This is an optimization exercise on Yosys and OpenROAD, whose aim is small area, not a production implementation.
RTL that was checked went through simulation tests only; none was proved equivalent to the original.

== rev 12 ==
==> flow/design.v <==
module line_buff(clk, rst, sin, x1, x2, x3, y1, y3, z1, z2, z3);
  input clk, rst;
  input [7:0] sin;
  output [7:0] x1, x2, x3, y1, y3, z1, z2, z3;
  localparam N = 515;
  reg [8*N-1:0] sr;
  reg [9:0] age;
  always @(posedge clk) begin
    sr <= {sr[8*(N-1)-1:0], sin};
    if (rst)
      age <= 10'd0;
    else if (age != 10'd515)
      age <= age + 10'd1;
  end
  wire v0   = (age != 10'd0);
  wire v1   = (age >  10'd1);
  wire v2   = (age >  10'd2);
  wire v256 = (age >  10'd256);
  wire v258 = (age >  10'd258);
  wire v512 = (age >  10'd512);
  wire v513 = (age >  10'd513);
  wire v514 = (age >  10'd514);
  assign x1 = sr[8*0   +: 8] & {8{v0}};
  assign x2 = sr[8*1   +: 8] & {8{v1}};
  assign x3 = sr[8*2   +: 8] & {8{v2}};
  assign y1 = sr[8*256 +: 8] & {8{v256}};
  assign y3 = sr[8*258 +: 8] & {8{v258}};
  assign z1 = sr[8*512 +: 8] & {8{v512}};
  assign z2 = sr[8*513 +: 8] & {8{v513}};
  assign z3 = sr[8*514 +: 8] & {8{v514}};
endmodule
module kernel(x1, x2, x3, y1, y3, z1, z2, z3, ax, ay);
  input [7:0] x1, x2, x3, y1, y3, z1, z2, z3;
  output [8:0] ax, ay;
  wire [8:0] gx = x1 + {x2, 1'b0} + x3 - z1 - {z2, 1'b0} - z3;
  wire [8:0] gy = x1 + {y1, 1'b0} + z1 - x3 - {y3, 1'b0} - z3;
  assign ax = gx[8] ? -gx : gx;
  assign ay = gy[8] ? -gy : gy;
endmodule
module rca(a, b, ci, s);
  parameter W = 16;
  input [W-1:0] a, b;
  input ci;
  output [W-1:0] s;
  wire [W:0] c;
  assign c[0] = ci;
  genvar j;
  generate
    for (j = 0; j < W; j = j + 1) begin : b_
      assign s[j] = a[j] ^ b[j] ^ c[j];
      assign c[j+1] = (a[j] & b[j]) | (a[j] & c[j]) | (b[j] & c[j]);
    end
  endgenerate
endmodule
module cstage(x, y, xo, yo);
  parameter I = 0;
  input [15:0] x, y;
  output [15:0] xo, yo;
  wire [15:0] xsh, ysh;
  genvar j;
  generate
    for (j = 0; j < 16; j = j + 1) begin : sh
      assign xsh[j] = x[(j + I > 15) ? 15 : j + I];
      assign ysh[j] = y[(j + I > 15) ? 15 : j + I];
    end
  endgenerate
  wire n = y[15];
  rca #(16) ax_(.a(x), .b(ysh ^ {16{n}}), .ci(n), .s(xo));
  rca #(16) ay_(.a(y), .b(xsh ^ {16{~n}}), .ci(~n), .s(yo));
endmodule
module cordic_mag(clk, ax, ay, mag);
  input clk;
  input [8:0] ax, ay;
  output reg [7:0] mag;
  wire [15:0] x0 = {ax[8], 1'b0, ax[7:0], 6'b0};
  wire [15:0] y0 = {ay[8], 1'b0, ay[7:0], 6'b0};
  wire [15:0] x1, y1, x2, y2;
  cstage #(0) s0(.x(x0), .y(y0), .xo(x1), .yo(y1));
  cstage #(1) s1(.x(x1), .y(y1), .xo(x2), .yo(y2));
  genvar k;
  generate
    for (k = 0; k <= 12; k = k + 1) begin : it
      reg [15:0] xr, yr;
      if (k == 0) begin : f
        always @(posedge clk) begin
          xr <= x2;
          yr <= y2;
        end
      end else begin : s
        wire [15:0] xn, yn;
        cstage #(k + 1) s(.x(it[k-1].xr), .y(it[k-1].yr), .xo(xn), .yo(yn));
        always @(posedge clk) begin
          xr <= xn;
          yr <= yn;
        end
      end
    end
  endgenerate
  wire [15:0] x15, y15;
  cstage #(14) s14(.x(it[12].xr), .y(it[12].yr), .xo(x15), .yo(y15));
  reg [15:0] x15r;
  reg n15r;
  always @(posedge clk) begin
    x15r <= x15;
    n15r <= y15[15];
  end
  wire [15:0] x16 = x15r + {15'b0, n15r};
  wire [27:0] p = x16 * 28'h26DD;
  always @(posedge clk)
    mag <= p[27:20];
endmodule
module build(rst, clk, sin, sout);
  parameter bitsize = 8, length = 256;
  input rst, clk;
  input [bitsize-1:0] sin;
  output [bitsize-1:0] sout;
  wire [7:0] x1, x2, x3, y1, y3, z1, z2, z3;
  wire [8:0] ax, ay;
  reg [8:0] axr, ayr;
  line_buff lb(.clk(clk), .rst(rst), .sin(sin), .x1(x1), .x2(x2), .x3(x3),
               .y1(y1), .y3(y3), .z1(z1), .z2(z2), .z3(z3));
  kernel k(.x1(x1), .x2(x2), .x3(x3), .y1(y1), .y3(y3), .z1(z1), .z2(z2),
           .z3(z3), .ax(ax), .ay(ay));
  always @(posedge clk) begin
    axr <= ax;
    ayr <= ay;
  end
  cordic_mag c(.clk(clk), .ax(axr), .ay(ayr), .mag(sout));
endmodule
clock: 12.0 ns
lec_check: 0
cap_margin: 20
core_margin: 2
core_utilization: 45
cts_cluster_diameter: 150
cts_cluster_size: 30
place_density: 0.6
slew_margin: 20
run.sh (not shown) runs the stock make flow with config.mk's settings and CLKGATE_MAP_FILE= SYNTH_SCRIPT=/design/flow/synth_recipe.tcl, a recipe that flattens the netlist after the stock synthesis.
Here is what was changed in the inputs of rev 13 compared with rev 12.
--- a/flow/design.v
+++ b/flow/design.v
@@ -56,14 +56,8 @@
   parameter I = 0;
   input [15:0] x, y;
   output [15:0] xo, yo;
-  wire [15:0] xsh, ysh;
-  genvar j;
-  generate
-    for (j = 0; j < 16; j = j + 1) begin : sh
-      assign xsh[j] = x[(j + I > 15) ? 15 : j + I];
-      assign ysh[j] = y[(j + I > 15) ? 15 : j + I];
-    end
-  endgenerate
+  wire [15:0] xsh = $signed(x) >>> I;
+  wire [15:0] ysh = $signed(y) >>> I;
   wire n = y[15];
   rca #(16) ax_(.a(x), .b(ysh ^ {16{n}}), .ci(n), .s(xo));
   rca #(16) ay_(.a(y), .b(xsh ^ {16{~n}}), .ci(~n), .s(yo));
- In the metrics for rev 12 and rev 13, the one carrying the lower routed wire length is rev 13.
- Between rev 12 and rev 13, the relative area of non-clock buffer cells in the final design does not differ in any meaningful way.
- Max gate count after technology mapping across rev 12 and rev 13: rev 12
- Rev 13 against rev 12: net total in the final layout lower; fraction of the mapped netlist area in simple logic gates neither gained nor lost much; global routing usage summed across all routing layers flat; detailed route wirelength on metal3 -9.3%.
- Taking rev 12 as the reference, in rev 13 maximum frequency fell by 0.40%; first-pass GRT wire length fell by 0.84%.
Only the layout flow was run in rev 13; the RTL was not checked for function there.

## separate check: timing with driven ports
Ports are ideal in the flow. The routed layouts listed here were re-timed in OpenROAD.
Step 1: set_driving_cell puts a clkbuf_16 on clk and a buf_2 on each other input, an assumption about the parent block.
Step 2 adds t to the input delays and takes it off the output delays; t is the mean of the earliest and latest rising clock arrival at the registers after step 1. Input paths then give back, and output paths get back, about the clock's delay inside the block.
Three values: ideal ports, drivers, drivers and shift; two values: the first two.
| run | shift t [ns] | setup slack, ns | worst data-port slew with drivers (ns) | cell pins on the clock port's net |
|---|---|---|---|---|
| rev 12 | 0.930 | 3.584 / 3.584 / 3.584 | 0.05 | 1 |
| rev 13 | 0.902 | 3.550 / 3.550 / 3.550 | 0.03 | 1 |
After both steps setup and hold are still met in every run listed.
